What follows belongs to an exercise in optimizing a design on an open flow for small area; a production flow would make more cautious choices.
RTL that was checked went through simulation tests only; none was proved equivalent to the original.
The flow treats the clock pin as an ideal source. Dropping or thinning the clock tree relies on that and would not hold on a real chip.

==> inputs of v25 <==
==> flow/design.v <==
module mem32 (
    input Clk,
    input rst,
    input wr,
    input rd,
    input [3:0] in_add,
    input [31:0] Data_in_32,
    output [31:0] Data_out_32,
    output reg valid
);
    reg [127:0] mem;    
    reg [3:0]   ra;     
    wire       in_range = ~(in_add[3] & in_add[2] & (in_add[1] | in_add[0]));
    wire       do_wr    = wr & ~rd & in_range & ~rst;   
    wire       do_rd    = rd & ~wr & in_range;
    wire [1:0] ws       = in_add[1:0];
    wire [1:0] wrow     = in_add[3:2];
    reg  [31:0] wd;
    integer b, r, k;
    always @(*) begin
        for (b = 0; b < 4; b = b + 1)
            wd[8*b +: 8] = Data_in_32[8*((b - ws) & 3) +: 8];
    end
    always @(posedge Clk) begin
        for (b = 0; b < 4; b = b + 1)
            for (r = 0; r < 4; r = r + 1)
                if (do_wr && (r == wrow + (b < ws)))
                    mem[32*r + 8*b +: 8] <= wd[8*b +: 8];
        if (rd)
            ra <= in_add;
    end
    always @(posedge Clk or posedge rst) begin
        if (rst)
            valid <= 1'b0;
        else if (!(wr && !rd && !in_range))
            valid <= do_rd;
    end
    reg [31:0] bd;
    reg [31:0] dout;
    always @(*) begin
        for (b = 0; b < 4; b = b + 1)
            bd[8*b +: 8] = mem[32*((ra[3:2] + (b < ra[1:0])) & 3) + 8*b +: 8];
        for (k = 0; k < 4; k = k + 1)
            dout[8*k +: 8] = bd[8*((k + ra[1:0]) & 3) +: 8];
    end
    assign Data_out_32 = dout;
endmodule
==> flow/run.sh <==
#!/bin/bash
# synth_recipe.tcl (not shown) runs the flow's synth.tcl, then flattens the netlist and writes it again
# the make line also repeats each setting of config.mk as NAME=value (left out here)
make -C /OpenROAD-flow-scripts/flow DESIGN_CONFIG=/design/flow/config.mk WORK_HOME=/design/flow/orfs CLKGATE_MAP_FILE= SYNTH_SCRIPT=/design/flow/synth_recipe.tcl finish
==> flow/config.mk <==
export PLATFORM = sky130hd
export DESIGN_NAME = mem32
export DESIGN_NICKNAME = mem32
export VERILOG_FILES = /design/flow/design.v
export SDC_FILE = /design/flow/constraint.sdc
export NUM_CORES = 4
export LEC_CHECK = 0
export CAP_MARGIN = 20
export CORE_MARGIN = 2
export CORE_UTILIZATION = 40
export SLEW_MARGIN = 20
==> flow/constraint.sdc <==
create_clock -name core_clock -period 5.0 [get_ports {Clk}]
set_input_delay 1.0000 -clock core_clock [delete_from_list [all_inputs] [get_ports {Clk}]]
set_output_delay 1.0000 -clock core_clock [all_outputs]
set_load 0.01 [all_outputs]
==> v27: changes against v25 <==
==> flow/design.v, changed modules only <==
module mem32 (
    input Clk,
    input rst,
    input wr,
    input rd,
    input [3:0] in_add,
    input [31:0] Data_in_32,
    output [31:0] Data_out_32,
    output reg valid
);
    reg [127:0] mem;    
    reg [3:0]   ra;     
    wire in_range = ~(in_add[3] & in_add[2] & (in_add[1] | in_add[0]));
    wire do_wr    = wr & ~rd & in_range & ~rst;   
    wire do_rd    = rd & ~wr & in_range;
    integer b, r, k;
    function [3:0] onehot2(input [1:0] v);
        onehot2 = 4'b0001 << v;
    endfunction
    wire [3:0] wsh = onehot2(in_add[1:0]);
    reg  [31:0] wd;
    reg  [15:0] we;     
    always @(*) begin
        for (b = 0; b < 4; b = b + 1) begin
            wd[8*b +: 8] = 8'h00;
            for (k = 0; k < 4; k = k + 1)
                wd[8*b +: 8] = wd[8*b +: 8] |
                    ({8{wsh[(b - k) & 3]}} & Data_in_32[8*k +: 8]);
        end
        for (b = 0; b < 4; b = b + 1)
            for (r = 0; r < 4; r = r + 1)
                we[4*r + b] = do_wr &
                    (r == ((in_add[3:2] + (b < in_add[1:0])) & 3));
    end
    always @(posedge Clk) begin
        for (b = 0; b < 4; b = b + 1)
            for (r = 0; r < 4; r = r + 1)
                if (we[4*r + b])
                    mem[32*r + 8*b +: 8] <= wd[8*b +: 8];
        if (rd)
            ra <= in_add;
    end
    always @(posedge Clk or posedge rst) begin
        if (rst)
            valid <= 1'b0;
        else if (!(wr && !rd && !in_range))
            valid <= do_rd;
    end
    wire [3:0] rsh = onehot2(ra[1:0]);
    reg  [15:0] rrow;   
    reg  [31:0] bd;
    reg  [31:0] dout;
    always @(*) begin
        for (b = 0; b < 4; b = b + 1)
            for (r = 0; r < 4; r = r + 1)
                rrow[4*r + b] = (r == ((ra[3:2] + (b < ra[1:0])) & 3));
        for (b = 0; b < 4; b = b + 1) begin
            bd[8*b +: 8] = 8'h00;
            for (r = 0; r < 4; r = r + 1)
                bd[8*b +: 8] = bd[8*b +: 8] |
                    ({8{rrow[4*r + b]}} & mem[32*r + 8*b +: 8]);
        end
        for (k = 0; k < 4; k = k + 1) begin
            dout[8*k +: 8] = 8'h00;
            for (b = 0; b < 4; b = b + 1)
                dout[8*k +: 8] = dout[8*k +: 8] |
                    ({8{rsh[(b - k) & 3]}} & bd[8*b +: 8]);
        end
    end
    assign Data_out_32 = dout;
endmodule
==> flow/flow/run.sh (new file) <==
#!/bin/bash
# Layout: the standard ORFS flow (standard.sh, unchanged synthesis),
# with the port buffers made from the smallest buffer cell and a small
# hand-built clock tree (flow/cts_manual.tcl) in place of TritonCTS.
set -euo pipefail
here=$(pwd)
export BUFFER_PORTS_ARGS="-buffer_cell sky130_fd_sc_hd__buf_1"
export PRE_CTS_TCL="$here/flow/cts_manual.tcl"
export CTS_CLOCK_NET=Clk
export CTS_ROOT_CELL=sky130_fd_sc_hd__clkbuf_8
export CTS_LEAF_CELL=sky130_fd_sc_hd__clkbuf_16
export CTS_NX=2
export CTS_NY=2
bash standard.sh finish > standard_flow.log 2>&1
==> flow/flow/cts_manual.tcl (new file) <==
# Clock tree built by hand in place of TritonCTS (sourced as PRE_CTS_TCL).
# The clock port drives one root buffer; the root drives one leaf buffer per
# cluster of registers; the clusters split the registers by position into
# CTS_NX columns and CTS_NY rows of about equal size, and each leaf sits at
# its cluster's centre. All registers are two buffers from the port.
set cts_root_cell $::env(CTS_ROOT_CELL)
set cts_leaf_cell $::env(CTS_LEAF_CELL)
set cts_nx $::env(CTS_NX)
set cts_ny $::env(CTS_NY)

set db [ord::get_db]
set block [ord::get_db_block]
set clk_net [$block findNet $::env(CTS_CLOCK_NET)]

set sinks {}
foreach it [$clk_net getITerms] {
  set inst [$it getInst]
  set bb [$inst getBBox]
  set x [expr {([$bb xMin] + [$bb xMax]) / 2}]
  set y [expr {([$bb yMin] + [$bb yMax]) / 2}]
  lappend sinks [list $it $x $y]
}
puts "manual CTS: [llength $sinks] sinks on [$clk_net getName]"

proc split_even {items n idx} {
  set items [lsort -integer -index $idx $items]
  set len [llength $items]
  set out {}
  for {set i 0} {$i < $n} {incr i} {
    set a [expr {($i * $len) / $n}]
    set b [expr {(($i + 1) * $len) / $n - 1}]
    lappend out [lrange $items $a $b]
  }
  return $out
}

set clusters {}
foreach col [split_even $sinks $cts_nx 1] {
  foreach c [split_even $col $cts_ny 2] {
    if {[llength $c] > 0} { lappend clusters $c }
  }
}

set root_master [$db findMaster $cts_root_cell]
set leaf_master [$db findMaster $cts_leaf_cell]

# root buffer: input on the clock port's net, output on a new net
set root [odb::dbInst_create $block $root_master "cts_root"]
set root_net [odb::dbNet_create $block "cts_root_net"]
$root_net setSigType CLOCK
[$root findITerm A] connect $clk_net
[$root findITerm X] connect $root_net

set sx 0; set sy 0; set sn 0
set k 0
foreach c $clusters {
  set cx 0; set cy 0
  foreach s $c { incr cx [lindex $s 1]; incr cy [lindex $s 2] }
  set cx [expr {$cx / [llength $c]}]
  set cy [expr {$cy / [llength $c]}]
  incr sx $cx; incr sy $cy; incr sn
  set leaf [odb::dbInst_create $block $leaf_master "cts_leaf_$k"]
  set net [odb::dbNet_create $block "cts_leaf_net_$k"]
  $net setSigType CLOCK
  foreach s $c {
    set it [lindex $s 0]
    $it disconnect
    $it connect $net
  }
  [$leaf findITerm A] connect $root_net
  [$leaf findITerm X] connect $net
  $leaf setLocation $cx $cy
  $leaf setPlacementStatus PLACED
  puts "manual CTS: leaf $k drives [llength $c] sinks at ($cx, $cy)"
  incr k
}
$root setLocation [expr {$sx / $sn}] [expr {$sy / $sn}]
$root setPlacementStatus PLACED

set_propagated_clock [all_clocks]

# the tree is built; TritonCTS is not run
rename clock_tree_synthesis ""
proc clock_tree_synthesis {args} { puts "manual CTS: clock_tree_synthesis skipped" }
==> flow/standard.sh (new file) <==
#!/bin/bash
# synth_recipe.tcl (not shown) runs the flow's synth.tcl, then flattens the netlist and writes it again
# the make line also repeats each setting of config.mk as NAME=value (left out here)
make -C /OpenROAD-flow-scripts/flow DESIGN_CONFIG=/design/flow/config.mk WORK_HOME=/design/flow/orfs CLKGATE_MAP_FILE= SYNTH_SCRIPT=/design/flow/synth_recipe.tcl "${@:-finish}"
- CORE_UTILIZATION: 40 -> 60
- PLACE_DENSITY: unset -> 0.85
removed: flow/run.sh
==> v35: changes against v25 <==
==> flow/design.v, changed modules only <==
module mem32 (
    input Clk,
    input rst,
    input wr,
    input rd,
    input [3:0] in_add,
    input [31:0] Data_in_32,
    output [31:0] Data_out_32,
    output reg valid
);
    reg [127:0] mem;    
    reg [3:0]   ra;     
    wire in_range = ~(in_add[3] & in_add[2] & (in_add[1] | in_add[0]));
    wire do_wr    = wr & ~rd & in_range & ~rst;   
    wire do_rd    = rd & ~wr & in_range;
    integer b, r, k;
    function [3:0] onehot2(input [1:0] v);
        onehot2 = 4'b0001 << v;
    endfunction
    wire [3:0] wsh = onehot2(in_add[1:0]);
    reg  [31:0] wd;
    reg  [15:0] we;     
    always @(*) begin
        for (b = 0; b < 4; b = b + 1) begin
            wd[8*b +: 8] = 8'h00;
            for (k = 0; k < 4; k = k + 1)
                wd[8*b +: 8] = wd[8*b +: 8] |
                    ({8{wsh[(b - k) & 3]}} & Data_in_32[8*k +: 8]);
        end
        for (b = 0; b < 4; b = b + 1)
            for (r = 0; r < 4; r = r + 1)
                we[4*r + b] = do_wr &
                    (r == ((in_add[3:2] + (b < in_add[1:0])) & 3));
    end
    always @(posedge Clk) begin
        for (b = 0; b < 4; b = b + 1)
            for (r = 0; r < 4; r = r + 1)
                if (we[4*r + b])
                    mem[32*r + 8*b +: 8] <= wd[8*b +: 8];
        if (rd)
            ra <= in_add;
    end
    always @(posedge Clk or posedge rst) begin
        if (rst)
            valid <= 1'b0;
        else if (!(wr && !rd && !in_range))
            valid <= do_rd;
    end
    wire [3:0] rsh = onehot2(ra[1:0]);
    reg  [15:0] rrow;   
    reg  [31:0] bd;
    reg  [31:0] dout;
    always @(*) begin
        for (b = 0; b < 4; b = b + 1)
            for (r = 0; r < 4; r = r + 1)
                rrow[4*r + b] = (r == ((ra[3:2] + (b < ra[1:0])) & 3));
        for (b = 0; b < 4; b = b + 1) begin
            bd[8*b +: 8] = 8'h00;
            for (r = 0; r < 4; r = r + 1)
                bd[8*b +: 8] = bd[8*b +: 8] |
                    ({8{rrow[4*r + b]}} & mem[32*r + 8*b +: 8]);
        end
        for (k = 0; k < 4; k = k + 1) begin
            dout[8*k +: 8] = 8'h00;
            for (b = 0; b < 4; b = b + 1)
                dout[8*k +: 8] = dout[8*k +: 8] |
                    ({8{rsh[(b - k) & 3]}} & bd[8*b +: 8]);
        end
    end
    assign Data_out_32 = dout;
endmodule
==> flow/flow/run.sh (new file) <==
#!/bin/bash
# Layout: the standard ORFS flow (standard.sh, unchanged synthesis),
# with the port buffers made from the smallest buffer cell.
set -euo pipefail
export BUFFER_PORTS_ARGS="-buffer_cell sky130_fd_sc_hd__buf_1"
bash standard.sh finish > standard_flow.log 2>&1
==> flow/standard.sh (new file) <==
#!/bin/bash
# synth_recipe.tcl (not shown) runs the flow's synth.tcl, then flattens the netlist and writes it again
# the make line also repeats each setting of config.mk as NAME=value (left out here)
make -C /OpenROAD-flow-scripts/flow DESIGN_CONFIG=/design/flow/config.mk WORK_HOME=/design/flow/orfs CLKGATE_MAP_FILE= SYNTH_SCRIPT=/design/flow/synth_recipe.tcl "${@:-finish}"
- CTS_BUF_LIST: unset -> sky130_fd_sc_hd__clkbuf_8
- CTS_CLUSTER_DIAMETER: unset -> 100
- CTS_CLUSTER_SIZE: unset -> 40
removed: flow/run.sh
==> qor summary <==
quantity	v27	v25	v35
Outcome	finished clean	finished clean	finished clean
Period minus WS final	4.31 ns	4.69 ns	4.48 ns
Area used by multi-input combinational logic	0.00243 sq mm	0.00270 sq mm	0.00243 sq mm
Syn Inst Count	360	295	360
Non-Clock Inverter Count	3	7	3
Mean instance size in the synthesized netlist	18.4 sq um	23.0 sq um	18.4 sq um
Buffers from clock root to sink, at most	-	2	2
Worst setup path endpoint	Data_out_32[6]	Data_out_32[21]	Data_out_32[6]
GRT met3 Usage	0.0329	0.0408	0.0418
# nets final	463	443	475
Buffer and inverter count on the worst path	1	3	2
Slowest Stage Delay on Critical Path	0.72 ns	0.69 ns	0.62 ns
Post-layout worst setup margin	0.694 ns	0.307 ns	0.520 ns
Final cell count without fillers	555	623	662
R2r setup slk	4.33 ns	4.27 ns	4.27 ns
X dimension of the die	109 microns	134 microns	133 microns
Non-clock buffer total of the final layout	-	96	77
Root Driver	-	clkbuf_16	clkbuf_8
Multi-input gate share of total cell area	0.346	0.318	0.327
Clock-cell share of area	-	0.0721	0.0559
Cell Area, Placed	0.00692 sq mm	0.00789 sq mm	0.00702 sq mm
Number of buffers inserted during clock tree synthesis	-	17	17
Timing-limited maximum frequency	232 MHz	213 MHz	223 MHz
Full die area	0.0119 sq mm	0.0180 sq mm	0.0177 sq mm
Only the layout flow was run in v25; the RTL was not checked for function there. The clock cells of v27 come from the design's own scripts or RTL, not from TritonCTS.

what the ideal ports hide:
Ports are ideal in the flow. The routed layouts listed here were re-timed in OpenROAD. Step 1 (the two cells are an assumption about what drives the block):
set clk [get_ports {Clk}]
set_driving_cell -lib_cell sky130_fd_sc_hd__clkbuf_16 $clk
set_driving_cell -lib_cell sky130_fd_sc_hd__buf_2 [delete_from_list [all_inputs] $clk]
Step 2 moves the port delays by t, midway between the first and last clock arrival at a register: inputs arrive t later, outputs are due t later. That takes back most of the time a late clock gives input paths. Three values: ideal, step 1, step 2; two values: the first two.
run | t, ns | setup WS [ns] | hold WS [ns] | pins driven straight from the clock port
v25 | 0.443 | 0.307 / 0.267 / 0.710 | 0.568 / 0.568 / 0.568 | 1
v27 | 0.406 | 0.694 / 0.660 / 1.066 | 0.454 / 0.441 / 0.590 | 1
v35 | 0.467 | 0.520 / 0.478 / 0.945 | 0.422 / 0.432 / 0.650 | 1
After both steps setup and hold are still met in every run listed.
